This is an optimization exercise on Yosys and OpenROAD, whose aim is small area, not a production implementation. The RTL was checked by simulation tests, not by an equivalence proof against the original design. Power figures rest on the tool's default switching activity, not on a simulated workload.

==> flow/design.v <==
module top (
    input clk,
    input mode,
    input song,
    input plus,
    input minus,
    input rst,
    input set,
    input refer,
    input player1,
    input player2,
    output reg [8:0] rope,
    output reg [1:0] sel,
    output reg [1:0] ledr,
    output reg [1:0] ledg,
    output [1:0] ledb,
    output [3:0] ledop,
    output [7:0] segdata1,
    output [7:0] segdata0,
    output [7:0] seg,
    output [7:0] sel8,
    output reg ledplayer1,
    output reg ledplayer2,
    output reg buzzer,
    output reg round_indicator_1,
    output reg round_indicator_2
);
localparam SYM_DASH = 4'd10, SYM_L = 4'd11, SYM_E = 4'd12, SYM_BLANK = 4'd13;
wire playsong;
wire song_pulse, mode_pulse, plus_pulse, minus_pulse, set_pulse, refer_pulse;
wire player1_pulse, player2_pulse;
wire set_q, plus_q, minus_q;    
wire b40_lt, b40_gt;         
wire mid_lt, mid_gt;         
wire fast_lt, fast_gt;       
reg  mid_lt_d, mid_gt_d;
parameter init              = 3'd0;
parameter time_set          = 3'd1;
parameter round_set         = 3'd2;
parameter finish_setting    = 3'd3;
parameter counting_down     = 3'd4;
parameter gaming            = 3'd5;
parameter check             = 3'd6;
parameter gameover          = 3'd7;
reg [2:0] current_state;
reg [2:0] next_state;
reg gameoverflag;            
reg win1, win2, draw;
reg winflag_1, winflag_2, buzzerflag;
reg [1:0] modereg;
reg [3:0] cycle;
reg [2:0] scan;
reg [3:0] score1, score2;
reg [3:0] win;
reg [1:0] nr1;              
reg [3:0] nr0;              
reg [4:0] seck;              
reg [4:0] seck_d;            
reg [3:0] sr1, sr0;          
reg [3:0] sr1_d, sr0_d;      
reg [1:0] cntdownsec;
reg [3:0] buzzer_gameover_8;
reg       ledb_r;
reg       insetting_d;       
reg       act_d;             
reg [3:0] sd0, sd1;          
reg [3:0] segsym;            
reg [1:0] dmode;             
reg [1:0] d_r1;
reg [3:0] d_r0;
reg       lag1, lag2;        
reg [14:0] p1;
reg [12:0] p2;
reg [11:0] p3;
reg [12:0] buzzer_cnt_1Hz;
reg [13:0] countdown_1Hz;
wire [14:0] p1_next = {p1[13:0], ~(p1[14] ^ p1[13])};
wire [12:0] p2_next = {p2[11:0], ~(p2[12] ^ p2[3] ^ p2[2] ^ p2[0])};
wire [11:0] p3_next = {p3[10:0], ~(p3[11] ^ p3[5] ^ p3[3] ^ p3[0])};
wire [12:0] b1_next = {buzzer_cnt_1Hz[11:0], ~(buzzer_cnt_1Hz[12] ^ buzzer_cnt_1Hz[3] ^ buzzer_cnt_1Hz[2] ^ buzzer_cnt_1Hz[0])};
wire [13:0] cd_next = {countdown_1Hz[12:0], ~(countdown_1Hz[13] ^ countdown_1Hz[4] ^ countdown_1Hz[2] ^ countdown_1Hz[0])};
wire p1_1500  = (p1 == 15'h300e);
wire p1_1501  = (p1 == 15'h601c);
wire p1_12000 = (p1 == 15'h594c);
wire p1_24000 = (p1 == 15'h187a);
wire p2_3000  = (p2 == 13'h1cd0);
wire p2_6000  = (p2 == 13'h0457);
wire p3_2769  = (p3 == 12'h50d);
wire p3_3000  = (p3 == 12'hd32);
wire b1_6000  = (buzzer_cnt_1Hz == 13'h0457);
wire cd_12000 = (countdown_1Hz == 14'h3115);
debounce mode_debounce    (.clk(clk), .rst(rst), .key(mode),    .key_pulse(mode_pulse));
debounce song_debounce    (.clk(clk), .rst(rst), .key(song),    .key_pulse(song_pulse));
debounce sec_plus_debounce(.clk(clk), .rst(rst), .key(plus),    .key_pulse(plus_pulse), .key_q(plus_q));
debounce sec_minus_debounce(.clk(clk), .rst(rst), .key(minus),  .key_pulse(minus_pulse), .key_q(minus_q));
debounce set_debounce     (.clk(clk), .rst(rst), .key(set),     .key_pulse(set_pulse), .key_q(set_q));
debounce refer_debounce   (.clk(clk), .rst(rst), .key(refer),   .key_pulse(refer_pulse));
debounce player1_debounce (.clk(clk), .rst(rst), .key(player1), .key_pulse(player1_pulse));
debounce player2_debounce (.clk(clk), .rst(rst), .key(player2), .key_pulse(player2_pulse));
breath_gen #(.N(40), .W(6), .T2(5), .LAST(6'h2d)) b40  (.clk(clk), .rst(rst), .lt(b40_lt),  .gt(b40_gt));
breath_gen #(.N(24), .W(5), .T2(3), .LAST(5'h1a)) bmid (.clk(clk), .rst(rst), .lt(mid_lt),  .gt(mid_gt));
breath_gen #(.N(15), .W(4), .T2(3), .LAST(4'h8)) bfast(.clk(clk), .rst(rst), .lt(fast_lt), .gt(fast_gt));
always @(posedge clk) begin
    mid_lt_d <= mid_lt;
    mid_gt_d <= mid_gt;
end
playsongs bgm(.clk(clk), .rst(gameoverflag), .song(song_pulse), .buzzer(playsong));
wire st_init  = (current_state == init);
wire st_ts    = (current_state == time_set);
wire st_rs    = (current_state == round_set);
wire st_fin   = (current_state == finish_setting);
wire st_cd    = (current_state == counting_down);
wire st_game  = (current_state == gaming);
wire st_check = (current_state == check);
wire st_over  = (current_state == gameover);
wire secreg_zero = (sr1 == 4'd0) && (sr0 == 4'd0);
wire p1won = (score1 == win);
wire p2won = (score2 == win);
wire rope_left  = rope[0] | rope[1] | rope[2] | rope[3];
wire rope_right = rope[5] | rope[6] | rope[7] | rope[8];
always @(posedge clk or negedge rst)
begin
    if (!rst) current_state <= init;
    else      current_state <= next_state;
end
always @(posedge clk)
begin
    case (current_state)
    init:           next_state <= time_set;
    time_set:       if (set_pulse) next_state <= round_set;
    round_set:      if (set_pulse) next_state <= finish_setting;
    finish_setting: if (refer_pulse) next_state <= counting_down;
    counting_down:  if (cntdownsec == 0) next_state <= gaming;
    gaming: begin
        if (!secreg_zero) begin
            if (rope[0] || rope[8]) next_state <= check;
        end
        else next_state <= check;
    end
    check: begin
        if (p1won || p2won) next_state <= gameover;
        else if (refer_pulse) next_state <= counting_down;
    end
    default:        next_state <= gameover;
    endcase
end
always @(posedge clk)
begin
    case (current_state)
    init: begin
        score1 <= 0; score2 <= 0; win1 <= 0; win2 <= 0; nr1 <= 2'd0; nr0 <= 4'd1; draw <= 0;
    end
    gaming: begin
        if      (rope[0]) begin win1 <= 1; win2 <= 0; end
        else if (rope[8]) begin win1 <= 0; win2 <= 1; end
        else if (rope_left && secreg_zero)  begin win1 <= 1; win2 <= 0; end
        else if (rope_right && secreg_zero) begin win1 <= 0; win2 <= 1; end
        else if (rope[4] && secreg_zero) draw <= 1;
    end
    check: begin
        if      (win1) begin score1 <= score1 + 1'b1; win1 <= 0; end
        else if (win2) begin score2 <= score2 + 1'b1; win2 <= 0; end
        else if (draw) draw <= 0;
        if (win1 || win2 || draw) begin
            if (nr1 == 2'd3 && nr0 == 4'd1) begin nr1 <= 2'd0; nr0 <= 4'd0; end
            else if (nr0 == 4'd9) begin nr1 <= nr1 + 1'b1; nr0 <= 4'd0; end
            else nr0 <= nr0 + 1'b1;
        end
    end
    default: begin win1 <= 0; win2 <= 0; end
    endcase
end
always @(posedge clk)
begin
    case (current_state)
    init: begin
        ledr <= 2'b00; ledg <= 2'b11; ledb_r <= 1'b1;
    end
    time_set:  if (set_pulse) begin ledr[1] <= 1; ledg[1] <= 0; end
    round_set: if (set_pulse) begin ledr[0] <= 1; ledg[0] <= 0; end
    finish_setting: if (refer_pulse) begin
        ledr <= 2'b11; ledg <= 2'b11; ledb_r <= 1'b1;
    end
    counting_down: begin
        if (p2_3000) begin
            ledr <= ~ledr; ledg <= ~ledg; ledb_r <= ~ledb_r;
        end
        if (cntdownsec == 0) begin
            ledr <= 2'b11; ledg <= 2'b11; ledb_r <= 1'b1;
        end
    end
    gaming: begin
        if (rope[4]) begin
            ledg[0] <= b40_lt; ledg[1] <= b40_gt; ledr <= 2'b11;
        end
        else if (rope[2] || rope[3] || rope[5] || rope[6]) begin
            ledg[0] <= mid_lt; ledr[0] <= mid_lt_d; ledg[1] <= mid_gt; ledr[1] <= mid_gt_d;
        end
        else if (rope[0] || rope[1] || rope[7] || rope[8]) begin
            ledg <= 2'b11; ledr[0] <= fast_lt; ledr[1] <= fast_gt;
        end
    end
    default: begin
        ledr <= 2'b11; ledg <= 2'b11; ledb_r <= 1'b1;
    end
    endcase
end
assign ledb = {2{ledb_r}};
always @(posedge clk)
begin
    case (current_state)
    init: begin seck <= 5'd1; win <= 4'd1; end
    time_set: begin
        if (minus_pulse) seck <= (seck == 5'd1)  ? 5'd19 : seck - 1'b1;
        else if (plus_pulse) seck <= (seck == 5'd19) ? 5'd1 : seck + 1'b1;
    end
    round_set: begin
        if (minus_pulse) win <= (win == 4'd1) ? 4'd9 : win - 1'b1;
        else if (plus_pulse) win <= (win == 4'd9) ? 4'd1 : win + 1'b1;
    end
    default: ;
    endcase
end
always @(posedge clk) insetting_d <= st_ts | st_rs;
assign ledop[0] = ~insetting_d | set_q;
assign ledop[1] = 1'b1;
assign ledop[2] = ~insetting_d | plus_q;
assign ledop[3] = ~insetting_d | minus_q;
always @(posedge clk)
begin
    if (st_cd) begin
        if (p1_12000) cntdownsec <= cntdownsec - 1'b1;
    end
    else cntdownsec <= 2'd3;
end
always @(posedge clk)
begin
    case (current_state)
    init: countdown_1Hz <= 14'd0;
    counting_down: begin
        sr1 <= {1'b0, seck[4:1]};
        sr0 <= seck[0] ? 4'd5 : 4'd0;
    end
    gaming: begin
        if (cd_12000) begin
            countdown_1Hz <= 14'd0;
            if (sr0 == 4'd0) begin sr0 <= 4'd9; sr1 <= sr1 - 1'b1; end
            else sr0 <= sr0 - 1'b1;
        end
        else countdown_1Hz <= cd_next;
    end
    default: ;
    endcase
end
always @(posedge clk)
begin
    seck_d <= seck;
    sr1_d  <= sr1;
    sr0_d  <= sr0;
end
always @(posedge clk)
begin
    case (current_state)
    init: sel <= 2'b11;
    time_set: if (p2_6000) sel <= ~sel;
    round_set: begin
        sel[0] <= 1'b1;
        if (p2_6000) sel[1] <= ~sel[1];
    end
    finish_setting: sel <= 2'b00;
    counting_down:  sel <= 2'b10;
    gaming:         sel <= 2'b00;
    default: ;
    endcase
end
always @(posedge clk)
begin
    case (current_state)
    init: dmode <= 2'd0;
    time_set: begin
        sd0 <= seck_d[0] ? 4'd5 : 4'd0;
        sd1 <= seck_d[4:1];
    end
    round_set: sd1 <= win;
    finish_setting: begin
        sd0 <= seck_d[0] ? 4'd5 : 4'd0;
        sd1 <= seck_d[4:1];
        dmode <= 2'd1;
        d_r1 <= 2'd0; d_r0 <= 4'd0;
    end
    counting_down: begin
        d_r1 <= nr1;
        d_r0 <= nr0;
        sd0 <= {2'b00, cntdownsec};
    end
    gaming: begin
        sd0 <= sr0_d;
        sd1 <= sr1_d;
    end
    check: ;
    default: begin
        if (p2won)      dmode <= 2'd3;
        else if (p1won) dmode <= 2'd2;
    end
    endcase
end
assign segdata0[7] = 1'b0;
seg7d seg7_sd0 (.d(sd0), .s(segdata0[6:0]));
assign segdata1[7] = 1'b0;
seg7d seg7_sd1 (.d(sd1), .s(segdata1[6:0]));
always @(posedge clk) begin
    lag1 <= st_check & win1;
    lag2 <= st_check & win2 & ~win1;
end
wire [3:0] d_s1 = lag1 ? score1 - 1'b1 : score1;
wire [3:0] d_s2 = lag2 ? score2 - 1'b1 : score2;
reg [3:0] scan_sym;
always @(*) begin
    case (dmode)
    2'd1: case (scan)
        3'd0: scan_sym = d_s2;
        3'd1: scan_sym = SYM_DASH;
        3'd2: scan_sym = SYM_DASH;
        3'd3: scan_sym = d_s1;
        3'd4: scan_sym = d_r0;
        3'd5: scan_sym = {2'b00, d_r1};
        3'd6: scan_sym = SYM_DASH;
        default: scan_sym = win;
        endcase
    2'd2: case (scan)
        3'd0: scan_sym = SYM_E;
        3'd1: scan_sym = 4'd5;
        3'd2: scan_sym = 4'd0;
        3'd3: scan_sym = SYM_L;
        default: scan_sym = 4'd6;
        endcase
    2'd3: case (scan)
        3'd4: scan_sym = SYM_E;
        3'd5: scan_sym = 4'd5;
        3'd6: scan_sym = 4'd0;
        3'd7: scan_sym = SYM_L;
        default: scan_sym = 4'd6;
        endcase
    default: scan_sym = SYM_BLANK;
    endcase
end
always @(posedge clk)
begin
    act_d <= (current_state >= finish_setting);
    if (st_init) begin
        scan <= 3'd0;
        segsym <= SYM_BLANK;
    end
    else if (current_state >= finish_setting) begin
        scan <= scan + 1'b1;
        segsym <= scan_sym;
    end
end
assign seg[7] = 1'b0;
seg7 seg7_seg (.d(segsym), .s(seg[6:0]));
assign sel8 = act_d ? ~(8'd1 << (scan - 1'b1)) : 8'hff;
always @(posedge clk)
begin
    case (current_state)
    init: begin
        cycle <= 4'd1;
        winflag_2 <= 0;
        rope <= 9'b0;
    end
    time_set, round_set: begin
        case (modereg)
        2'b00: rope <= {9{b40_lt}};
        2'b01: rope <= {{4{b40_lt}}, b40_gt, {4{b40_lt}}};
        2'b10: rope <= 9'b1111_1_1111;
        default: rope <= 9'b0;
        endcase
    end
    finish_setting: rope <= 9'b0;
    counting_down: begin
        if (p3_2769) cycle <= cycle + 1'b1;
        case (cycle)
            4'd1:  rope <= 9'b1000_0_0001;
            4'd2:  rope <= 9'b0100_0_0010;
            4'd3:  rope <= 9'b0010_0_0100;
            4'd4:  rope <= 9'b0001_0_1000;
            4'd5:  rope <= 9'b0000_1_0000;
            4'd6:  rope <= 9'b0001_0_1000;
            4'd7:  rope <= 9'b0010_0_0100;
            4'd8:  rope <= 9'b0100_0_0010;
            4'd9:  rope <= 9'b1000_0_0001;
            4'd10: rope <= 9'b0100_0_0010;
            4'd11: rope <= 9'b0010_0_0100;
            4'd12: rope <= 9'b0001_0_1000;
            4'd13: rope <= 9'b0000_1_0000;
            default: ;
        endcase
    end
    gaming: begin
        if (player2_pulse)      rope <= {rope[0], rope[8:1]};
        else if (player1_pulse) rope <= {rope[7:0], rope[8]};
    end
    check: begin
        if (p1won || p2won) winflag_2 <= 1'b1;
        cycle <= 4'd1;
    end
    default: begin
        if (p2_3000) rope <= ~rope;
        else if ((p1won || p2won) && winflag_2) rope <= 9'b0101_0_1010;
        if ((p1won || p2won) && winflag_2) winflag_2 <= 1'b0;
    end
    endcase
end
wire beep_go = ~p1_1501;     
always @(posedge clk)
begin
    case (current_state)
    time_set: begin
        if (set_pulse || plus_pulse || minus_pulse || buzzerflag) begin
            buzzerflag <= beep_go; buzzer <= beep_go;
        end
    end
    round_set: begin
        if (plus_pulse || minus_pulse || buzzerflag) begin
            buzzerflag <= beep_go; buzzer <= beep_go;
        end
        if (set_pulse) buzzerflag <= 1'b1;
    end
    finish_setting: begin
        buzzerflag <= beep_go & buzzerflag;
        buzzer     <= beep_go & buzzerflag;
    end
    counting_down: if (b1_6000) buzzer <= ~buzzer;
    check: begin
        if (p1won || p2won) winflag_1 <= 1'b1;
        if (p1_1500 && buzzer_gameover_8 < 4'd8) begin
            buzzer <= ~buzzer;
            buzzer_gameover_8 <= buzzer_gameover_8 + 1'b1;
        end
    end
    gameover: begin
        if ((p1won || p2won) && winflag_1) begin
            buzzer <= ~buzzer;
            winflag_1 <= 1'b0;
        end
        if (p1_24000 && !gameoverflag) begin
            buzzer <= ~buzzer;
            gameoverflag <= 1'b1;
        end
        if (gameoverflag) buzzer <= playsong;
    end
    default: begin
        buzzer <= 1'b0;
        buzzer_gameover_8 <= 0;
        winflag_1 <= 1'b0;
        buzzerflag <= 1'b0;
        gameoverflag <= 1'b0;
    end
    endcase
end
always @(posedge clk)
begin
    if (st_init) buzzer_cnt_1Hz <= 13'd0;
    else if (st_cd) buzzer_cnt_1Hz <= b1_6000 ? 13'd0 : b1_next;
end
wire ns_over = (next_state == gameover);
always @(posedge clk)
begin
    case (current_state)
    time_set: begin
        if (set_pulse || plus_pulse || minus_pulse || buzzerflag)
            p1 <= beep_go ? p1_next : 15'd0;
    end
    round_set: begin
        if (plus_pulse || minus_pulse || buzzerflag)
            p1 <= beep_go ? p1_next : 15'd0;
    end
    finish_setting:
        p1 <= (beep_go && buzzerflag && next_state != counting_down) ? p1_next : 15'd0;
    counting_down:
        p1 <= (p1_12000 || ns_over) ? 15'd0 : p1_next;
    check:
        p1 <= (next_state != check || (p1_1500 && buzzer_gameover_8 < 4'd8)) ? 15'd0 : p1_next;
    gameover:
        p1 <= (p1_24000 && !gameoverflag) ? 15'd0 : p1_next;
    default: p1 <= 15'd0;
    endcase
end
always @(posedge clk)
begin
    case (current_state)
    time_set, round_set: p2 <= p2_6000 ? 13'd0 : p2_next;
    counting_down:       p2 <= (p2_3000 || ns_over) ? 13'd0 : p2_next;
    gameover:            p2 <= p2_3000 ? 13'd0 : p2_next;
    default:             p2 <= 13'd0;
    endcase
end
always @(posedge clk)
begin
    case (current_state)
    counting_down: p3 <= (p3_2769 || ns_over) ? 12'd0 : p3_next;
    check:         p3 <= (p3_3000 || next_state == counting_down) ? 12'd0 : p3_next;
    gameover:      p3 <= p3_3000 ? 12'd0 : p3_next;
    default:       p3 <= 12'd0;
    endcase
end
always @(posedge clk)
begin
    case (current_state)
    time_set, round_set: begin
        case (modereg)
        2'b00: begin ledplayer1 <= b40_lt; ledplayer2 <= b40_lt; end
        2'b01: begin ledplayer1 <= b40_gt; ledplayer2 <= b40_gt; end
        2'b10: begin ledplayer1 <= 1'b1;   ledplayer2 <= 1'b1;   end
        default: begin ledplayer1 <= 1'b0; ledplayer2 <= 1'b0;   end
        endcase
    end
    check: begin
        if (p3_3000) begin
            if (rope_left)  ledplayer1 <= ~ledplayer1;
            if (rope_right) ledplayer2 <= ~ledplayer2;
        end
    end
    gameover: begin
        if (p3_3000) begin
            if (p1won) ledplayer1 <= ~ledplayer1;
            if (p2won) ledplayer2 <= ~ledplayer2;
        end
    end
    default: begin
        ledplayer1 <= 1'b0;
        ledplayer2 <= 1'b0;
    end
    endcase
end
always @(posedge clk)
begin
    case (current_state)
    time_set, round_set: begin
        case (modereg)
        2'b00: begin round_indicator_1 <= b40_lt; round_indicator_2 <= b40_lt; end
        2'b01: begin round_indicator_1 <= b40_gt; round_indicator_2 <= b40_gt; end
        2'b10: begin round_indicator_1 <= 1'b1;   round_indicator_2 <= 1'b1;   end
        default: begin round_indicator_1 <= 1'b0; round_indicator_2 <= 1'b0;   end
        endcase
    end
    default: begin
        round_indicator_1 <= 1'b0;
        round_indicator_2 <= 1'b0;
    end
    endcase
end
always @(posedge clk or negedge rst)
begin
    if (!rst) modereg <= 2'b00;
    else if (mode_pulse) modereg <= modereg + 1'b1;
end
endmodule
module seg7 (
    input      [3:0] d,
    output reg [6:0] s
);
always @(*) begin
    case (d)
        4'd0:  s = 7'h3f;
        4'd1:  s = 7'h06;
        4'd2:  s = 7'h5b;
        4'd3:  s = 7'h4f;
        4'd4:  s = 7'h66;
        4'd5:  s = 7'h6d;
        4'd6:  s = 7'h7d;
        4'd7:  s = 7'h07;
        4'd8:  s = 7'h7f;
        4'd9:  s = 7'h6f;
        4'd10: s = 7'h40;
        4'd11: s = 7'h38;
        4'd12: s = 7'h79;
        4'd13: s = 7'h00;
        default: s = 7'bx;
    endcase
end
endmodule
module seg7d (
    input      [3:0] d,
    output reg [6:0] s
);
always @(*) begin
    case (d)
        4'd0:  s = 7'h3f;
        4'd1:  s = 7'h06;
        4'd2:  s = 7'h5b;
        4'd3:  s = 7'h4f;
        4'd4:  s = 7'h66;
        4'd5:  s = 7'h6d;
        4'd6:  s = 7'h7d;
        4'd7:  s = 7'h07;
        4'd8:  s = 7'h7f;
        4'd9:  s = 7'h6f;
        default: s = 7'bx;
    endcase
end
endmodule
module debounce (clk,rst,key,key_pulse,key_q);
input  clk;
input  rst;
input  key;
output key_pulse;
output key_q;
reg       key_rst_pre_n;
reg       key_rst_n;
reg [7:0] cnt;
reg       key_sec_n;
reg       key_sec_pre_n;
wire key_edge = ~key_rst_pre_n & key_rst_n;
always @(posedge clk or negedge rst)
begin
    if (!rst) begin
        key_rst_n     <= 1'b0;
        key_rst_pre_n <= 1'b0;
        cnt           <= 8'h0;
        key_sec_n     <= 1'b0;
        key_sec_pre_n <= 1'b0;
    end
    else begin
        key_rst_n     <= ~key;
        key_rst_pre_n <= key_rst_n;
        if (key_edge) cnt <= 8'h0;
        else          cnt <= cnt + 1'b1;
        if (cnt == 8'hff) key_sec_n <= ~key;
        key_sec_pre_n <= key_sec_n;
    end
end
assign key_pulse = ~key_sec_pre_n & key_sec_n;
assign key_q = ~key_rst_n;
endmodule
module breath_gen #(parameter N = 40, parameter W = 6, parameter T2 = 5, parameter [W-1:0] LAST = 6'h2d) (
    input  clk,
    input  rst,
    output reg lt,
    output reg gt
);
reg [W-1:0] cnt1;
reg [W-1:0] cnt2;
reg         flag;
wire [W-1:0] c1_up   = {cnt1[W-2:0], ~(cnt1[W-1] ^ cnt1[T2-1])};
wire [W-1:0] c2_up   = {cnt2[W-2:0], ~(cnt2[W-1] ^ cnt2[T2-1])};
wire [W-1:0] c2_down = {~(cnt2[0] ^ cnt2[T2]), cnt2[W-1:1]};
wire c1_last = (cnt1 == LAST);
always @(posedge clk or negedge rst) begin
    if (!rst) begin
        cnt1 <= 0;
        cnt2 <= 0;
        flag <= 1'b0;
    end
    else begin
        cnt1 <= c1_last ? {W{1'b0}} : c1_up;
        if (c1_last) begin
            if (!flag) begin
                if (cnt2 == LAST) flag <= 1'b1;
                else              cnt2 <= c2_up;
            end
            else begin
                if (cnt2 == 0) flag <= 1'b0;
                else           cnt2 <= c2_down;
            end
        end
    end
end
wire eq = (cnt1 == cnt2);
wire ge = eq | ((cnt1 != 0) & lt);
always @(posedge clk) begin
    lt <= ge;
    gt <= ~ge | eq;
end
endmodule
module playsongs(
    input clk,
    input rst,
    input song,
    output reg buzzer
);
reg [7:0] hcnt;      
reg       ph;        
reg [4:0] cnt1;      
reg [6:0] cnt2;      
reg [1:0] flag;      
reg [2:0] note;      
reg [7:0] hlast;     
reg [7:0] hlast2;    
reg [4:0] cishu;
reg [4:0] cishu_div;
reg [6:0] last;      
always @(*) begin
    case (flag)
        2'd0: case (cnt2)
            7'd0: note = 3'd3;
            7'd1: note = 3'd3;
            7'd2: note = 3'd4;
            7'd3: note = 3'd5;
            7'd4: note = 3'd5;
            7'd5: note = 3'd4;
            7'd6: note = 3'd3;
            7'd7: note = 3'd2;
            7'd8: note = 3'd1;
            7'd9: note = 3'd1;
            7'd10: note = 3'd2;
            7'd11: note = 3'd3;
            7'd12: note = 3'd3;
            7'd13: note = 3'd2;
            7'd14: note = 3'd2;
            7'd16: note = 3'd3;
            7'd17: note = 3'd3;
            7'd18: note = 3'd4;
            7'd19: note = 3'd5;
            7'd20: note = 3'd5;
            7'd21: note = 3'd4;
            7'd22: note = 3'd3;
            7'd23: note = 3'd2;
            7'd24: note = 3'd1;
            7'd25: note = 3'd1;
            7'd26: note = 3'd2;
            7'd27: note = 3'd3;
            7'd28: note = 3'd2;
            7'd29: note = 3'd1;
            7'd30: note = 3'd1;
            7'd32: note = 3'd2;
            7'd33: note = 3'd2;
            7'd34: note = 3'd3;
            7'd35: note = 3'd1;
            7'd36: note = 3'd2;
            7'd37: note = 3'd3;
            7'd38: note = 3'd4;
            7'd39: note = 3'd3;
            7'd40: note = 3'd1;
            7'd41: note = 3'd2;
            7'd42: note = 3'd3;
            7'd43: note = 3'd4;
            7'd44: note = 3'd3;
            7'd45: note = 3'd2;
            7'd46: note = 3'd1;
            7'd47: note = 3'd2;
            7'd48: note = 3'd5;
            7'd50: note = 3'd3;
            7'd51: note = 3'd3;
            7'd52: note = 3'd4;
            7'd53: note = 3'd5;
            7'd54: note = 3'd5;
            7'd55: note = 3'd4;
            7'd56: note = 3'd3;
            7'd57: note = 3'd2;
            7'd58: note = 3'd1;
            7'd59: note = 3'd1;
            7'd60: note = 3'd2;
            7'd61: note = 3'd3;
            7'd62: note = 3'd2;
            7'd63: note = 3'd1;
            7'd64: note = 3'd1;
            default: note = 3'd0;
        endcase
        2'd1: case (cnt2)
            7'd0: note = 3'd1;
            7'd1: note = 3'd1;
            7'd2: note = 3'd5;
            7'd3: note = 3'd5;
            7'd4: note = 3'd6;
            7'd5: note = 3'd6;
            7'd6: note = 3'd5;
            7'd8: note = 3'd4;
            7'd9: note = 3'd4;
            7'd10: note = 3'd3;
            7'd11: note = 3'd3;
            7'd12: note = 3'd2;
            7'd13: note = 3'd2;
            7'd14: note = 3'd1;
            7'd16: note = 3'd5;
            7'd17: note = 3'd5;
            7'd18: note = 3'd4;
            7'd19: note = 3'd4;
            7'd20: note = 3'd3;
            7'd21: note = 3'd3;
            7'd22: note = 3'd2;
            7'd24: note = 3'd5;
            7'd25: note = 3'd5;
            7'd26: note = 3'd4;
            7'd27: note = 3'd4;
            7'd28: note = 3'd3;
            7'd29: note = 3'd3;
            7'd30: note = 3'd2;
            7'd32: note = 3'd1;
            7'd33: note = 3'd1;
            7'd34: note = 3'd5;
            7'd35: note = 3'd5;
            7'd36: note = 3'd6;
            7'd37: note = 3'd6;
            7'd38: note = 3'd5;
            7'd40: note = 3'd4;
            7'd41: note = 3'd4;
            7'd42: note = 3'd3;
            7'd43: note = 3'd3;
            7'd44: note = 3'd2;
            7'd45: note = 3'd2;
            7'd46: note = 3'd1;
            default: note = 3'd0;
        endcase
        2'd2: case (cnt2)
            7'd0: note = 3'd1;
            7'd1: note = 3'd2;
            7'd2: note = 3'd3;
            7'd3: note = 3'd1;
            7'd4: note = 3'd1;
            7'd5: note = 3'd2;
            7'd6: note = 3'd3;
            7'd7: note = 3'd1;
            7'd8: note = 3'd3;
            7'd9: note = 3'd4;
            7'd10: note = 3'd5;
            7'd12: note = 3'd3;
            7'd13: note = 3'd4;
            7'd14: note = 3'd5;
            7'd16: note = 3'd5;
            7'd17: note = 3'd6;
            7'd18: note = 3'd5;
            7'd19: note = 3'd4;
            7'd20: note = 3'd3;
            7'd21: note = 3'd1;
            7'd22: note = 3'd5;
            7'd23: note = 3'd6;
            7'd24: note = 3'd5;
            7'd25: note = 3'd4;
            7'd26: note = 3'd3;
            7'd27: note = 3'd1;
            7'd28: note = 3'd2;
            7'd29: note = 3'd5;
            7'd30: note = 3'd1;
            7'd32: note = 3'd2;
            7'd33: note = 3'd5;
            7'd34: note = 3'd1;
            default: note = 3'd0;
        endcase        default: note = 3'd0;
    endcase
end
always @(*) begin
    case (note)
        3'd0: begin hlast = 8'hcf; hlast2 = 8'hcf; cishu = 5'd11; cishu_div = 5'd8; end
        3'd1: begin hlast = 8'h15; hlast2 = 8'h15; cishu = 5'd13; cishu_div = 5'd10; end
        3'd2: begin hlast = 8'h59; hlast2 = 8'h59; cishu = 5'd14; cishu_div = 5'd11; end
        3'd3: begin hlast = 8'h11; hlast2 = 8'h11; cishu = 5'd16; cishu_div = 5'd12; end
        3'd4: begin hlast = 8'hb5; hlast2 = 8'h6a; cishu = 5'd17; cishu_div = 5'd13; end
        3'd5: begin hlast = 8'h3a; hlast2 = 8'h3a; cishu = 5'd19; cishu_div = 5'd15; end
        3'd6: begin hlast = 8'h9c; hlast2 = 8'h9c; cishu = 5'd22; cishu_div = 5'd17; end
        default: begin hlast = 8'h17; hlast2 = 8'h2e; cishu = 5'd24; cishu_div = 5'd19; end
    endcase
    case (flag)
        2'd0: last = 7'd65;
        2'd1: last = 7'd47;
        2'd2: last = 7'd35;
        default: last = 7'd0;
    endcase
end
wire hend = (hcnt == (ph ? hlast2 : hlast));    
wire end0 = ph & hend;                           
wire end1 = (cnt1 == cishu);
always @(posedge clk or negedge rst)
begin
    if (!rst) begin
        flag   <= 2'b00;
        hcnt   <= 0;
        ph     <= 1'b0;
        cnt1   <= 0;
        cnt2   <= 0;
        buzzer <= 1'b0;
    end
    else begin
        if (song) flag <= flag + 1'b1;
        if (flag == 2'b11 || song) begin
            hcnt <= 0;
            ph   <= 1'b0;
            cnt1 <= 0;
            cnt2 <= 0;
        end
        else begin
            if (hend) hcnt <= 0;
            else              hcnt <= {hcnt[6:0], ~(hcnt[7] ^ hcnt[5] ^ hcnt[4] ^ hcnt[3])};
            if (hend) ph <= ~ph;
            if (end0) begin
                if (end1) cnt1 <= 0;
                else      cnt1 <= cnt1 + 1'b1;
            end
            if (end0 && end1) begin
                if (cnt2 == last) cnt2 <= 0;
                else              cnt2 <= cnt2 + 1'b1;
            end
        end
        buzzer <= (note != 3'd0) && (cnt1 < cishu_div) && ph;
    end
end
endmodule
==> flow/run.sh <==
#!/bin/bash
# synth_recipe.tcl (not shown) runs the flow's synth.tcl, then flattens the netlist and writes it again
# the make line also repeats each setting of config.mk as NAME=value (left out here)
make -C /OpenROAD-flow-scripts/flow DESIGN_CONFIG=/design/flow/config.mk WORK_HOME=/design/flow/orfs CLKGATE_MAP_FILE= SYNTH_SCRIPT=/design/flow/synth_recipe.tcl finish
==> flow/config.mk <==
export PLATFORM = sky130hd
export DESIGN_NAME = top
export DESIGN_NICKNAME = top
export VERILOG_FILES = /design/flow/design.v
export SDC_FILE = /design/flow/constraint.sdc
export NUM_CORES = 4
export LEC_CHECK = 0
export ABC_AREA = 1
export ABC_CLOCK_PERIOD_IN_PS = 1000000
export CAP_MARGIN = 20
export CORE_MARGIN = 2
export CORE_UTILIZATION = 40
export CTS_CLUSTER_DIAMETER = 100
export CTS_CLUSTER_SIZE = 25
export PLACE_DENSITY = 0.6
export SLEW_MARGIN = 20
==> flow/constraint.sdc <==
create_clock -name core_clock -period 10.0 [get_ports {clk}]
set_input_delay 2.0000 -clock core_clock [delete_from_list [all_inputs] [get_ports {clk}]]
set_output_delay 2.0000 -clock core_clock [all_outputs]
set_load 0.01 [all_outputs]
==> impl_metrics.py, run 1 <==
metrics = {
    "cts": {
        "clockBufferDepth": 3,
        "clk_pin_slew_ps": 100,
        "htree_num_levels": 1,
        "post_cts_buffers": 0,
        "cts_num_sinks": 365,
        "cts_root_buf": "clkbuf_16",
        "cts_inserted_buffers": 18,
        "cts_tree": "done",
        "clock_latency_ps": 540,
        "cts_resized": 0,
        "postCtsHoldBufs": 0,
    },
    "worst_setup_path": {
        "path_class": "flip-flop to primary output",
        "reg2reg_depth": 22,
        "cp_max_fo": 7,
        "required_ps": 8000,
        "timing.reg2reg.setup_slack_ps": 6410,
        "cp.arrival_ps": 2520,
        "cp-endpoint": "sel8[4]",
        "reg2reg_to": "bgm.cnt1[1]$_DFFE_PN0P_",
        "startpoint": "scan[0]$_SDFFE_PP0N_",
        "r2r_start": "bgm.cnt2[1]$_DFFE_PN0P_",
        "critPathCaptureType": "primary output",
        "worstSetupStartpointType": "flip-flop",
    },
    "run": {
        "maxCapViolCount": 0,
    },
    "grt": {
        "grt_max_degree": 81,
        "overflow": 0,
        "grt_pass1_vias": 13800,
        "track_usage": 0.169,
        "antenna_found_initial": 0,
        "grt_pass1_wl_mm": 68.1,
    },
    "placement": {
        "gp_congestion": 0.869,
        "place_hpwl_mm": 30.1,
        "port-buffer-count": 63,
        "placed_area_um2": 19900,
    },
    "logic_synthesis": {
        "synth_cell_types": 60,
        "synth_common_cells": "nand2_1, inv_1, nor2_1",
        "synth_edf_count": 112,
        "syn_area_per_cell_um2": 8.37,
        "seq_area_frac_synth": 0.493,
        "yosys-top-cells-area": "dfrtp_1, edfxtp_1, dfxtp_1",
        "ys_ff_latch": 365,
        "synthArstFlopShare": 0.433,
        "yosys.area.top_type": "dfrtp_1",
        "synth_top_area_share": 0.211,
        "ys_warn_count": 8,
        "synth_cells": 2235,
        "ys.flop_type": "dfrtp_1",
        "syn_area_um2": 18700,
        "synth_most_common_cell": "nand2_1",
    },
    "floorplan": {
        "core_area_um2": 46400,
        "initial_core_util": 0.404,
        "io_pins": 68,
        "die-area_um2": 48500,
        "fp.dieW_um": 220,
        "floorplan.rows": 79,
        "die_h_um": 220,
    },
    "route": {
        "dr_wl_met2_mm": 19.0,
        "routed_wl_mm": 41.0,
        "drt_first_pass_iters": 5,
        "wl_per_cell_um": 14.1,
        "drtIter0Drc": 1218,
        "routed_via_density": 5.02,
        "vias": 14600,
        "drtAntennaViolNets": 0,
        "drc": 0,
        "maxUsedRoutingLayer": "met4",
        "wl_met3_mm": 1.83,
        "wl_met1_mm": 19.5,
    },
    "timing": {
        "setup_violations": 0,
        "slew_viol_final": 0,
        "fin_crit_ps": 4520,
        "finalClockSkew_ps": 23.0,
        "timing.fmax_ghz": 0.221,
        "finalSetupTns_ps": 0,
        "slew_headroom": 0.333,
        "worst_pin_slew_ps": 997,
        "fin_crit_sh": 0.452,
        "final_hold_viol_count": 0,
        "rsz0062_at_grt": "no",
    },
    "status": {
        "status": "finished clean",
    },
    "pwr": {
        "power_mw": 2.55,
        "peakVddDrop_mv": 0.116,
        "p_per_area_nw_per_um2": 125,
        "leakage_nw": 9.55,
    },
    "cells_and_area": {
        "diodes": 0,
        "fin_area_um2": 20500,
        "finalNetCount": 2381,
        "areaGrowthSynthToFinish_pct": 9.27,
        "fillers": 4523,
        "layout-drive-gt1-share": 0.0362,
    },
    "hold_path": {
        "hp-class": "flip-flop to asynchronous set/reset pin",
    },
}
-- cells in the final DEF (no fill, tap or decap), drive strengths merged, types with 20 or more instances in the layout --
master	synthesis	routed
edfxtp	112	112
nor3	55	55
o211ai	22	22
nor4	20	20
nor2	294	294
nand3	140	140
ha	92	92
a21oi	109	109
nand4	37	37
nor3b	27	27
dfrtp	158	158
o21ai	115	115
dfxtp	95	95
nand2	405	405
xor2	25	25
inv	343	344
clkdlybuf4s50	0	62
xnor2	30	30
clkbuf	32	31
-- metal layers --
layer | vias up | GRT usage
met1 | 6835 | 0.236
li1 | 7403 | -
met3 | 41 | 0.0209
met2 | 274 | 0.282
met4 | 0 | 0.0345
met5 | - | 0
-- stage by stage --
stage / hold WS, ps / worst slack (ps) / utilization / cells
after global placement: 328 / 6130 / 0.429 / 2866
after global routing: 364 / 5300 / 0.441 / 2898
after detailed placement: 327 / 6040 / 0.429 / 2866
final: 315 / 5480 / 0.441 / 2898
after floorplan: 331 / 6700 / - / 2237
after CTS: 333 / 5440 / 0.441 / 2898
-- flip-flops by register name, indices dropped and copies added (netlist names), 9 cells and up --
name / count
p1: 15
p3: 12
buzzer_cnt_1Hz: 13
p2: 13
countdown_1Hz: 14
rope: 9
-- how the worst min path moves through the flow --
stage                              end  slack [ps]
2_1_floorplan         mid_gt_d$_DFF_P_         330
3_3_place_gp   bgm.cnt1[0]$_DFFE_PN0P_         330
3_5_place_dp   bgm.cnt1[0]$_DFFE_PN0P_         330
4_1_cts        bgm.cnt1[0]$_DFFE_PN0P_         330
5_1_grt        bgm.cnt2[3]$_DFFE_PN0P_         360
6_report       bgm.cnt1[4]$_DFFE_PN0P_         310
-- where the power goes --
| part | switching [mW] | total, mW | internal, mW | leakage [nW] |
|---|---|---|---|---|
| Combinational | 0.0600 | 0.105 | 0.0454 | 5.66 |
| Clock | 0.476 | 0.845 | 0.369 | 0.259 |
| Sequential | 0.0262 | 1.60 | 1.57 | 3.63 |
| Total | 0.562 | 2.55 | 1.99 | 9.55 |
-- logic make-up after synthesis --
| group | count (synthesis) | synth area share |
|---|---|---|
| buf+inv | 397 | 0.0847 |
| xor+xnor | 55 | 0.0257 |
| fa+ha+maj | 92 | 0.0615 |
| flops | 365 | 0.493 |
| other cells | 2 | 0.000401 |
| simple gates | 1016 | 0.241 |
| compound gates | 308 | 0.0943 |
-- critical path, cell delays in order (launching register included) --
cell and delay, ps:
dfxtp_1 470, inv_1 170, ha_1 240, or2_2 270, nand2_1 120, inv_1 100
nand3_1 80, clkdlybuf4s50_1 530
-- final cells by class --
class / count / area (µm²) / share of cell area
repair buffers: 73 / 711 / 0.0348
clock inverters: 1 / 8.76 / 0.000428
inverters: 346 / 1300 / 0.0638
multi-input cells: 1475 / 7920 / 0.387
well taps: 607 / 759 / 0.0371
flip-flops and latches: 365 / 9220 / 0.451
clock buffers: 31 / 531 / 0.0259
==> run 2, diff against run 1 <==
==> flow/flow/run.sh (new file) <==
#!/bin/bash
# The standard layout (the standard.sh, unchanged synthesis) with two CTS
# and placement options: the port buffers are sky130_fd_sc_hd__buf_1 cells,
# and clock tree synthesis inserts no dummy loads. Each tool's output is kept
# in a log file here.
set -euo pipefail
export BUFFER_PORTS_ARGS="-buffer_cell sky130_fd_sc_hd__buf_1"
export CTS_ARGS="-sink_clustering_enable -repair_clock_nets -sink_clustering_size 25 -sink_clustering_max_diameter 100 -dont_use_dummy_load"
bash ./standard.sh > standard.log 2>&1
==> flow/standard.sh (new file) <==
#!/bin/bash
# synth_recipe.tcl (not shown) runs the flow's synth.tcl, then flattens the netlist and writes it again
# the make line also repeats each setting of config.mk as NAME=value (left out here)
make -C /OpenROAD-flow-scripts/flow DESIGN_CONFIG=/design/flow/config.mk WORK_HOME=/design/flow/orfs CLKGATE_MAP_FILE= SYNTH_SCRIPT=/design/flow/synth_recipe.tcl "${@:-finish}"
removed: flow/run.sh
==> run 2 against run 1 <==
Against the previous run:
- critical path depth unchanged
- die area unchanged
- synthesized cell count unchanged
- wire length decreased by 0.56%
- total power decreased by 1.9%
- sequential share of layout area increased by 1.0 points
- via count increased by 0.97%
- critical endpoint is now sel8[5]
==> impl_metrics.py, run 2 <==
metrics = {
    "cells_and_area": {
        "areaGrowthSynthToFinish_pct": 6.82,
        "finalNetCount": 2382,
        "postLayoutCoreUtil": 0.431,
        "fin_area_um2": 20000,
        "layout_common_cells": "nand2_1, inv_1, nor2_1",
        "largest_reg_flops": 15,
        "diodes": 0,
        "final_common_cell": "nand2_1",
        "reg.largest.list": "p1 x15, countdown_1Hz x14",
        "final-instance-count-excl-fill": 2885,
        "layout-drive-gt1-share": 0.0356,
        "regMostFlops": "p1",
    },
    "timing": {
        "fin_crit_ps": 4130,
        "worst_pin_slew_ps": 948,
        "hold-worst-slack_ps": 327,
        "timing.fmax_ghz": 0.242,
        "finalSetupTns_ps": 0,
        "setup_violations": 0,
        "rsz0062_at_grt": "no",
        "fin_crit_sh": 0.413,
        "finalClockSkew_ps": 64.6,
        "final_hold_viol_count": 0,
        "slew_headroom": 0.364,
        "slew_viol_final": 0,
    },
    "worst_setup_path": {
        "cp.arrival_ps": 2130,
        "timing.reg2reg.setup_slack_ps": 6520,
        "path_class": "flip-flop to primary output",
        "required_ps": 8000,
        "worstSetupStartpointType": "flip-flop",
        "critPathCaptureType": "primary output",
        "r2r_start": "current_state[0]$_DFF_PN0_",
        "cp_max_fo": 7,
        "startpoint": "scan[0]$_SDFFE_PP0N_",
    },
    "cts": {
        "cts_tree": "done",
        "htree_num_levels": 1,
        "cts_num_sinks": 365,
        "cts_root_buf": "clkbuf_16",
        "cts_resized": 0,
        "postCtsHoldBufs": 0,
        "clk_pin_slew_ps": 100,
        "cts_inserted_buffers": 19,
        "post_cts_buffers": 0,
        "clockBufferDepth": 3,
        "clock_latency_ps": 550,
    },
    "route": {
        "drtAntennaViolNets": 0,
        "vias": 14700,
        "drtIter0Drc": 1157,
        "drt_first_pass_iters": 5,
        "routed_via_density": 5.09,
        "routed_wl_mm": 40.8,
        "wl_per_cell_um": 14.1,
        "drc": 0,
    },
    "pwr": {
        "leakage_nw": 9.34,
        "peakVddDrop_mv": 0.0811,
        "p_per_area_nw_per_um2": 125,
    },
    "status": {
        "status": "finished clean",
    },
    "floorplan": {
        "core_area_um2": 46400,
        "fp.dieW_um": 220,
        "die_h_um": 220,
        "floorplan.rows": 79,
        "initial_core_util": 0.404,
        "io_pins": 68,
        "die-area_um2": 48500,
    },
    "logic_synthesis": {
        "syn_area_per_cell_um2": 8.37,
        "synth_edf_count": 112,
        "synthArstFlopShare": 0.433,
        "yosys.area.top_type": "dfrtp_1",
        "ys_warn_count": 8,
        "seq_area_frac_synth": 0.493,
        "ys_ff_latch": 365,
        "synth_top_area_share": 0.211,
        "synth_common_cells": "nand2_1, inv_1, nor2_1",
        "yosys-top-cells-area": "dfrtp_1, edfxtp_1, dfxtp_1",
        "synth_cell_types": 60,
        "synth_cells": 2235,
        "synth_most_common_cell": "nand2_1",
        "syn_area_um2": 18700,
        "ys.flop_type": "dfrtp_1",
    },
    "grt": {
        "use_met1": 0.230,
        "track_usage": 0.171,
        "top_usage_layer": "met2",
        "overflow": 0,
        "grt_pass1_wl_mm": 68.6,
        "grt_pass1_vias": 14100,
        "grt_use_met2": 0.289,
        "use_met3": 0.0220,
        "grt_max_degree": 72,
        "antenna_found_initial": 0,
    },
    "placement": {
        "placed_area_um2": 19500,
        "port-buffer-count": 63,
        "place_hpwl_mm": 30.3,
        "placed_cells": 2866,
        "gp_congestion": 0.905,
    },
    "hold_path": {
        "hp-class": "flip-flop to asynchronous set/reset pin",
    },
    "run": {
        "maxCapViolCount": 0,
    },
}
-- run 2: cell counts after synthesis --
Identical to the previous run, type by type.
-- run 2: path summary, 6_finish.rpt --
path | end | depth (start not counted)
max | sel8[5] | 7
min | bgm.cnt1[0]$_DFFE_PN0P_ | 1
max reg2reg | ledplayer1$_DFFE_PP_ | 10
min reg2reg | bgm.cnt1[0]$_DFFE_PN0P_ | 1
max in group asynchronous | song_debounce.key_sec_n$_DFFE_PN0N_ | 2
min in group core_clock | player2_debounce.key_rst_pre_n$_DFF_PN0_ | 0
-- run 2: kinds of logic (layout without fill, tap and decap cells) --
kind of cell             count (synthesis)  count (layout)  synth area share
AO/OA/AOI/OAI                          308             308            0.0943
XOR/XNOR                                55              55            0.0257
adder cells (fa/ha/maj)                 92              92            0.0615
buffers and inverters                  397             438            0.0847
flip-flops                             365             365             0.493
other                                    2               4          0.000401
AND/OR/NAND/NOR                       1016            1016             0.241
-- run 2: report_power, final --
part | internal [mW] | switching [mW] | total (mW) | leakage [nW]
logic | 0.0430 | 0.0592 | 0.102 | 5.47
registers | 1.57 | 0.0272 | 1.60 | 3.63
clock network | 0.341 | 0.457 | 0.798 | 0.234
total | 1.96 | 0.543 | 2.50 | 9.34
-- run 2: cell type report --
class / instances / area, µm²
clock buffers: 19 / 475
fillers: 4526 / 26400
inverters: 346 / 1300
multi-input cells: 1475 / 7920
flip-flops and latches: 365 / 9220
well taps: 607 / 759
repair buffers: 73 / 315
-- run 2: stage by stage --
step           worst slack [ps]  power (mW)
2_1_floorplan              6700        1.70
3_3_place_gp               6320        1.73
3_5_place_dp               6270        1.74
4_1_cts                    5840        2.54
5_1_grt                    5690        2.61
6_report                   5870        2.50
-- run 2: worst max-delay path: stages, from the launching register on --
cell,delay [ps]
dfxtp_1,480
inv_1,170
ha_1,240
or2_2,270
nand2_1,130
inv_1,100
nand3_1,80
buf_1,160
-- run 2: layer usage --
layer	share of wire	routed length, µm
met5	0	0
met4	0.019	789
met3	0.049	2010
met2	0.47	19000
met1	0.47	19000
==> run 3, diff against run 2 <==
--- a/flow/design.v
+++ b/flow/design.v
@@ -611,6 +611,8 @@
 reg       key_sec_n;
 reg       key_sec_pre_n;
 wire key_edge = ~key_rst_pre_n & key_rst_n;
+wire [7:0] carry = {&cnt[6:0], &cnt[5:0], &cnt[4:0], &cnt[3:0], &cnt[2:0], &cnt[1:0], cnt[0], 1'b1};
+wire [7:0] cnt_next = (cnt ^ carry) & {8{~key_edge}};
 always @(posedge clk or negedge rst)
 begin
     if (!rst) begin
@@ -623,9 +625,8 @@
     else begin
         key_rst_n     <= ~key;
         key_rst_pre_n <= key_rst_n;
-        if (key_edge) cnt <= 8'h0;
-        else          cnt <= cnt + 1'b1;
-        if (cnt == 8'hff) key_sec_n <= ~key;
+        cnt <= cnt_next;
+        if (carry[7] & cnt[7]) key_sec_n <= ~key;
         key_sec_pre_n <= key_sec_n;
     end
 end
==> run 3 against run 2 <==
Against the previous run:
- die area down 0.92%
- highest routed layer is now met5
- clock skew down 11 ps
- wire length down 1.1%
- largest cell class unchanged
- via count down 4.0%
- final area down 0.65%
- utilization up 0.45 points
- hold slack better by 35 ps
- count of clock-buffer cells in the layout unchanged
==> impl_metrics.py, run 3 <==
metrics = {
    "status": {
        "status": "finished clean",
    },
    "grt": {
        "grt_use_met2": 0.272,
        "use_met1": 0.237,
        "grt_pass1_wl_mm": 66.6,
        "overflow": 0,
        "grt_pass1_vias": 13400,
        "use_met3": 0.0305,
        "track_usage": 0.169,
        "top_usage_layer": "met2",
        "antenna_found_initial": 1,
        "grt_max_degree": 83,
    },
    "cts": {
        "clockBufferDepth": 3,
        "cts_tree": "done",
        "cts_num_sinks": 365,
        "post_cts_buffers": 0,
        "htree_num_levels": 1,
        "postCtsHoldBufs": 0,
        "clock_latency_ps": 560,
        "cts_root_buf": "clkbuf_16",
        "cts_inserted_buffers": 19,
        "clk_pin_slew_ps": 100,
        "cts_resized": 0,
    },
    "worst_setup_path": {
        "worst-path-buf-inv": 4,
        "cp_cell_sequence": "nor2_1, inv_1, nor2_1, inv_1, buf_4, nand3_1, nand3_1, o21ai_0, inv_1, ha_1, or2_2, o211ai_1",
        "max_stage_delay_ps": 670,
        "cp_top_family": "simple AND/OR/NAND/NOR gates",
        "cp_max_fo": 21,
        "cp.arrival_ps": 4590,
        "cpMostUsedCell": "inv_1",
        "timing.reg2reg.setup_slack_ps": 5860,
        "path_class": "flip-flop to flip-flop",
        "worstSetupStartpointType": "flip-flop",
        "critPathCaptureType": "flip-flop",
        "slowest_stage": "nor2_1",
        "required_ps": 10440,
    },
    "timing": {
        "setup_violations": 0,
        "rsz0062_at_grt": "no",
        "finalSetupTns_ps": 0,
        "slew_headroom": 0.375,
        "slew_viol_final": 0,
        "fin_crit_ps": 4140,
        "hold-worst-slack_ps": 362,
        "timing.fmax_ghz": 0.241,
        "fin_crit_sh": 0.414,
        "worst_pin_slew_ps": 935,
        "finalClockSkew_ps": 54.0,
        "final_hold_viol_count": 0,
    },
    "logic_synthesis": {
        "yosys.area.top_type": "dfrtp_1",
        "ys_warn_count": 8,
        "synth_cells": 2187,
        "syn_area_per_cell_um2": 8.48,
        "synthArstFlopShare": 0.433,
        "seq_area_frac_synth": 0.497,
        "synth_most_common_cell": "inv_1",
        "synth_common_cells": "inv_1, nand2_1, nor2_1",
        "syn_area_um2": 18500,
        "yosys-top-cells-area": "dfrtp_1, edfxtp_1, dfxtp_1",
        "ys.flop_type": "dfrtp_1",
        "ys_ff_latch": 365,
        "synth_edf_count": 112,
        "synth_top_area_share": 0.213,
        "synth_cell_types": 60,
    },
    "cells_and_area": {
        "layout-drive-gt1-share": 0.0341,
        "final_common_cell": "inv_1",
        "largest_reg_flops": 15,
        "regMostFlops": "p1",
        "diodes": 0,
        "layout_common_cells": "inv_1, nand2_1, nor2_1",
        "fillers": 4521,
        "areaGrowthSynthToFinish_pct": 7.13,
        "reg.largest.list": "p1 x15, countdown_1Hz x14",
        "finalNetCount": 2357,
    },
    "floorplan": {
        "die-area_um2": 48100,
        "fp.dieW_um": 219,
        "die_h_um": 219,
        "initial_core_util": 0.407,
        "core_area_um2": 45600,
        "io_pins": 68,
        "floorplan.rows": 78,
    },
    "route": {
        "drtAntennaViolNets": 0,
        "vias": 14100,
        "routed_wl_mm": 40.3,
        "routed_via_density": 4.99,
        "drc": 0,
        "wl_per_cell_um": 14.3,
        "drtIter0Drc": 1192,
        "drt_first_pass_iters": 5,
    },
    "placement": {
        "port-buffer-count": 63,
        "place_hpwl_mm": 30.1,
        "gp_congestion": 0.863,
    },
    "pwr": {
        "peakVddDrop_mv": 0.172,
        "p_per_area_nw_per_um2": 126,
        "leakage_nw": 9.37,
    },
    "run": {
        "maxCapViolCount": 0,
    },
    "hold_path": {
        "hp-class": "flip-flop to flip-flop",
    },
}
run 3: cell count changes after synthesis, sizes merged, moves of 8 or more:
cell / change
xnor2: +8
a21oi: -14
and3: -13
inv: +16
o21ai: +15
nor3b: -18
nand3: +17
nor3: -30
nor2: +21
ha: +24
nand2: -48
nand4: -11
run 3: worst paths after layout:
path | endpoint | depth (start not counted) | start
min in group asynchronous | bgm.buzzer$_DFF_PN0_ | 1 | gameoverflag$_DFFE_PP_
max in group asynchronous | bmid.cnt2[0]$_DFFE_PN0P_ | 2 | rst
worst min-delay path | mid_gt_d$_DFF_P_ | 0 | bmid.gt$_DFF_P_
worst max-delay path | seg7_sd0.s[6]$_SDFF_PP1_ | 12 | current_state[1]$_DFF_PN0_
worst max register to register | seg7_sd0.s[6]$_SDFF_PP1_ | 12 | current_state[1]$_DFF_PN0_
worst min register to register | mid_gt_d$_DFF_P_ | 0 | bmid.gt$_DFF_P_
run 3: power by group:
part           switching (mW)  internal, mW  leakage, nW
combinational          0.0555        0.0435         5.51
clock                   0.460         0.341        0.234
sequential             0.0245          1.57         3.63
run 3: metal layers:
layer	vias up	routed length, µm
met3	51	2090
li1	7142	-
met2	290	18100
met1	6626	19300
met5	-	11
met4	2	888
run 3: cell families after synthesis:
group / share of synthesized area
and+or+nand+nor: 0.214
DFF: 0.497
AOI/OAI and AO/OA: 0.0943
adders and majority gates: 0.0783
xor gates and xnor gates: 0.0283
other: 0.000405
buffers and inverters: 0.0871
run 3: area by class of cell:
class,instances,area [µm²],area share
clock buffer,19,475,0.0239
timing repair buffer,72,312,0.0157
inverter,365,1370,0.0691
sequential,365,9220,0.464
tap,600,751,0.0378
multi-input combinational,1408,7730,0.389
run 3: metrics by stage:
stage	setup slack, ps	std cells	instance area, µm²	utilization	total power, mW
after floorplan	6700	2189	18500	-	1.70
after global placement	6150	2809	19400	0.425	1.72
after detailed placement	5970	2809	19400	0.425	1.73
after CTS	5860	2828	19900	0.436	2.53
after global routing	5510	2829	19900	0.436	2.60
final	5860	2829	19900	0.436	2.50
==> run 4, diff against run 3 <==
--- a/flow/design.v
+++ b/flow/design.v
@@ -556,48 +556,36 @@
 end
 endmodule
 module seg7 (
-    input      [3:0] d,
-    output reg [6:0] s
+    input  [3:0] d,
+    output [6:0] s
 );
-always @(*) begin
-    case (d)
-        4'd0:  s = 7'h3f;
-        4'd1:  s = 7'h06;
-        4'd2:  s = 7'h5b;
-        4'd3:  s = 7'h4f;
-        4'd4:  s = 7'h66;
-        4'd5:  s = 7'h6d;
-        4'd6:  s = 7'h7d;
-        4'd7:  s = 7'h07;
-        4'd8:  s = 7'h7f;
-        4'd9:  s = 7'h6f;
-        4'd10: s = 7'h40;
-        4'd11: s = 7'h38;
-        4'd12: s = 7'h79;
-        4'd13: s = 7'h00;
-        default: s = 7'bx;
-    endcase
-end
+assign s = (d == 4'd0)  ? 7'h3f :
+           (d == 4'd1)  ? 7'h06 :
+           (d == 4'd2)  ? 7'h5b :
+           (d == 4'd3)  ? 7'h4f :
+           (d == 4'd4)  ? 7'h66 :
+           (d == 4'd5)  ? 7'h6d :
+           (d == 4'd6)  ? 7'h7d :
+           (d == 4'd7)  ? 7'h07 :
+           (d == 4'd8)  ? 7'h7f :
+           (d == 4'd9)  ? 7'h6f :
+           (d == 4'd10) ? 7'h40 :
+           (d == 4'd11) ? 7'h38 :
+           (d == 4'd12) ? 7'h79 : 7'h00;
 endmodule
 module seg7d (
-    input      [3:0] d,
-    output reg [6:0] s
+    input  [3:0] d,
+    output [6:0] s
 );
-always @(*) begin
-    case (d)
-        4'd0:  s = 7'h3f;
-        4'd1:  s = 7'h06;
-        4'd2:  s = 7'h5b;
-        4'd3:  s = 7'h4f;
-        4'd4:  s = 7'h66;
-        4'd5:  s = 7'h6d;
-        4'd6:  s = 7'h7d;
-        4'd7:  s = 7'h07;
-        4'd8:  s = 7'h7f;
-        4'd9:  s = 7'h6f;
-        default: s = 7'bx;
-    endcase
-end
+assign s = (d == 4'd0)  ? 7'h3f :
+           (d == 4'd1)  ? 7'h06 :
+           (d == 4'd2)  ? 7'h5b :
+           (d == 4'd3)  ? 7'h4f :
+           (d == 4'd4)  ? 7'h66 :
+           (d == 4'd5)  ? 7'h6d :
+           (d == 4'd6)  ? 7'h7d :
+           (d == 4'd7)  ? 7'h07 :
+           (d == 4'd8)  ? 7'h7f : 7'h6f;
 endmodule
 module debounce (clk,rst,key,key_pulse,key_q);
 input  clk;
==> run 4 against run 3 <==
Against the previous run:
- sequential share of layout area is 0.60 points lower
- register-to-register slack better by 600 ps
- critical path depth is 5 lower
- maximum frequency is 1.6% higher
- utilization is 0.24 points lower
- sequential power is 6% lower
- largest cell class unchanged
- global-route usage is 0.39 points lower
- sequential cell count is 21 lower
- die area is 2.8% lower
==> impl_metrics.py, run 4 <==
metrics = {
    "route": {
        "vias": 13800,
        "drc": 0,
        "drt_first_pass_iters": 5,
        "drtAntennaViolNets": 0,
        "wl_per_cell_um": 14.1,
        "routed_via_density": 4.99,
        "routed_wl_mm": 38.9,
        "drtIter0Drc": 776,
    },
    "pwr": {
        "p_per_area_nw_per_um2": 122,
        "p_switching_uw": 508,
        "pwr-share-seq": 0.644,
        "internal_power_mw": 1.84,
        "power_mw": 2.35,
        "netSwitchingFraction": 0.217,
        "comb_power_share": 0.042,
        "clkPwrFrac": 0.313,
        "leakage_nw": 9.06,
        "peakVddDrop_mv": 0.101,
    },
    "floorplan": {
        "floorplan.rows": 77,
        "die_h_um": 216,
        "fp.dieW_um": 216,
        "die-area_um2": 46700,
        "initial_core_util": 0.406,
        "io_pins": 68,
        "core_area_um2": 44300,
    },
    "cells_and_area": {
        "layout_common_cells": "nand2_1, inv_1, nor2_1",
        "reg.largest.list": "p1 x15, countdown_1Hz x14",
        "diodes": 0,
        "fillers": 4477,
        "finalNetCount": 2287,
        "areaGrowthSynthToFinish_pct": 6.65,
        "final_common_cell": "nand2_1",
        "layout-drive-gt1-share": 0.0363,
        "regMostFlops": "p1",
        "largest_reg_flops": 15,
    },
    "worst_setup_path": {
        "slowest_stage": "dfxtp_1",
        "path_class": "flip-flop to primary output",
        "required_ps": 8000,
        "cpMostUsedCell": "inv_1",
        "cp.arrival_ps": 2080,
        "cp_cell_sequence": "inv_1, ha_1, or2_2, nand2_1, inv_1, nand3_1, buf_1",
        "cp_max_fo": 7,
        "max_stage_delay_ps": 460,
        "critPathCaptureType": "primary output",
        "worstSetupStartpointType": "flip-flop",
    },
    "grt": {
        "overflow": 0,
        "grt_use_met2": 0.289,
        "antenna_found_initial": 0,
        "top_usage_layer": "met2",
        "track_usage": 0.166,
        "grt_pass1_vias": 13300,
        "grt_max_degree": 71,
        "use_met3": 0.0142,
        "grt_pass1_wl_mm": 65.2,
        "use_met1": 0.221,
    },
    "timing": {
        "fin_crit_sh": 0.408,
        "rsz0062_at_grt": "no",
        "setup_ws_ps": 5920,
        "slew_viol_final": 0,
        "final_hold_viol_count": 0,
        "worst_pin_slew_ps": 1030,
        "timing.fmax_ghz": 0.245,
        "setup_violations": 0,
        "hold-worst-slack_ps": 270,
        "finalClockSkew_ps": 22.0,
        "slew_headroom": 0.312,
        "fin_crit_ps": 4080,
        "finalSetupTns_ps": 0,
    },
    "logic_synthesis": {
        "syn_area_per_cell_um2": 8.41,
        "seq_area_frac_synth": 0.489,
        "synth_most_common_cell": "nand2_1",
        "syn_area_um2": 18000,
        "synth_cells": 2141,
        "yosys.area.top_type": "dfrtp_1",
        "synth_common_cells": "nand2_1, inv_1, nor2_1",
        "synth_edf_count": 112,
        "ys_ff_latch": 344,
        "synth_cell_types": 60,
        "yosys-top-cells-area": "dfrtp_1, edfxtp_1, dfxtp_1",
        "ys.flop_type": "dfrtp_1",
        "synthArstFlopShare": 0.459,
        "synth_top_area_share": 0.220,
        "ys_warn_count": 6,
    },
    "cts": {
        "clock_latency_ps": 520,
        "cts_tree": "done",
        "cts_inserted_buffers": 17,
        "clockBufferDepth": 3,
        "cts_root_buf": "clkbuf_16",
        "cts_num_sinks": 344,
        "post_cts_buffers": 0,
        "htree_num_levels": 1,
        "postCtsHoldBufs": 0,
        "cts_resized": 0,
        "clk_pin_slew_ps": 100,
    },
    "placement": {
        "gp_congestion": 0.881,
        "place_ws_ps": 6280,
        "place_hpwl_mm": 28.9,
        "port-buffer-count": 63,
    },
    "run": {
        "maxCapViolCount": 0,
    },
    "status": {
        "status": "finished clean",
    },
    "hold_path": {
        "hp-class": "flip-flop to asynchronous set/reset pin",
    },
}
==> run 4: power groups by stage <==
stage          clock (mW)  sequential, mW  combinational, mW
6_report            0.735            1.51             0.0995
5_1_grt             0.811            1.52              0.122
4_1_cts             0.767            1.51              0.103
3_5_place_dp            0            1.54              0.102
3_3_place_gp            0            1.54             0.0963
2_1_floorplan           0            1.54             0.0763
==> run 4: path summary, 6_finish.rpt <==
kind,endpoint,startpoint,slack [ps],cells after the start
worst max-delay path,sel8[5],scan[0]$_SDFFE_PP0P_,5920,7
worst max register to register,bgm.cnt2[5]$_DFFE_PN0P_,bgm.cnt2[1]$_DFFE_PN0P_,6460,21
max in group asynchronous,sec_plus_debounce.cnt[6]$_DFF_PN0_,rst,6960,2
min in group core_clock,mid_gt_d$_DFF_P_,bmid.gt$_DFF_P_,370,0
worst min register to register,bgm.cnt1[3]$_DFFE_PN0P_,gameoverflag$_DFFE_PP_,270,1
worst min-delay path,bgm.cnt1[3]$_DFFE_PN0P_,gameoverflag$_DFFE_PP_,270,1
==> run 4: logic make-up after synthesis <==
family | synth area share
mux | 0.000556
xor+xnor | 0.0336
flops | 0.489
compound gates | 0.0907
simple gates | 0.227
other cells | 0.000417
fa+ha+maj | 0.0695
buf+inv | 0.0895
==> run 4: cell type report <==
class	count	area, µm²	share of cell area
Inverter	352	1330	0.0691
Clock buffer	17	425	0.0221
Sequential cell	344	8800	0.458
Tap cell	592	741	0.0386
Timing Repair Buffer	71	300	0.0156
Multi-Input combinational cell	1391	7610	0.396
==> run 4: critical path, delay by kind of cell (launching register included) <==
kind          cells  cell delay (ps)
simple gates      3              480
flops             1              460
buf+inv           3              390
fa+ha+maj         1              220
==> run 4: layer usage <==
| metal | routed length (µm) | up-vias |
|---|---|---|
| li1 | - | 6983 |
| met1 | 17600 | 6517 |
| met2 | 19100 | 257 |
| met3 | 1410 | 43 |
| met4 | 850 | 0 |
| met5 | 0 | - |
==> run 4: per-stage QoR <==
step | std cells | utilization | area, µm²
3_5_place_dp | 2750 | 0.424 | 18800
3_3_place_gp | 2750 | 0.424 | 18800
2_1_floorplan | 2143 | - | 18000
5_1_grt | 2767 | 0.433 | 19200
4_1_cts | 2767 | 0.433 | 19200
6_report | 2767 | 0.433 | 19200

[separate check: timing with driven ports]
In the flow no input, the clock included, has a driving cell. The finished layouts below were timed again as built, in two steps. Step 1 sets driving cells, clkbuf_16 on the clock port and buf_2 on the other inputs (assumed; they add their load-dependent delay and slew). Step 2 adds t to the input delays and takes it off the output delays; t is the mean of the earliest and latest rising clock arrival at the registers after step 1. Input paths then give back, and output paths get back, about the clock's delay inside the block. Slacks: no drivers / after step 1 / after step 2; pairs: no drivers / after step 1.
| run | shift t [ns] | slack for setup (ns) | hold WS [ns] | slew at the worst register clock pin (ns) | worst slew at a driven data input, ns |
|---|---|---|---|---|---|
| run 1 | 0.581 | 5.485 / 5.432 / 6.012 | 0.315 / 0.315 / 0.315 | 0.11 / 0.11 | 0.05 |
| run 2 | 0.570 | 5.872 / 5.820 / 6.390 | 0.327 / 0.327 / 0.327 | 0.11 / 0.11 | 0.05 |
| run 3 | 0.583 | 5.858 / 5.852 / 5.858 | 0.362 / 0.362 / 0.362 | 0.10 / 0.10 | 0.03 |
| run 4 | 0.563 | 5.921 / 5.865 / 6.428 | 0.270 / 0.270 / 0.270 | 0.10 / 0.10 | 0.03 |
After both steps every run listed still meets setup and hold.
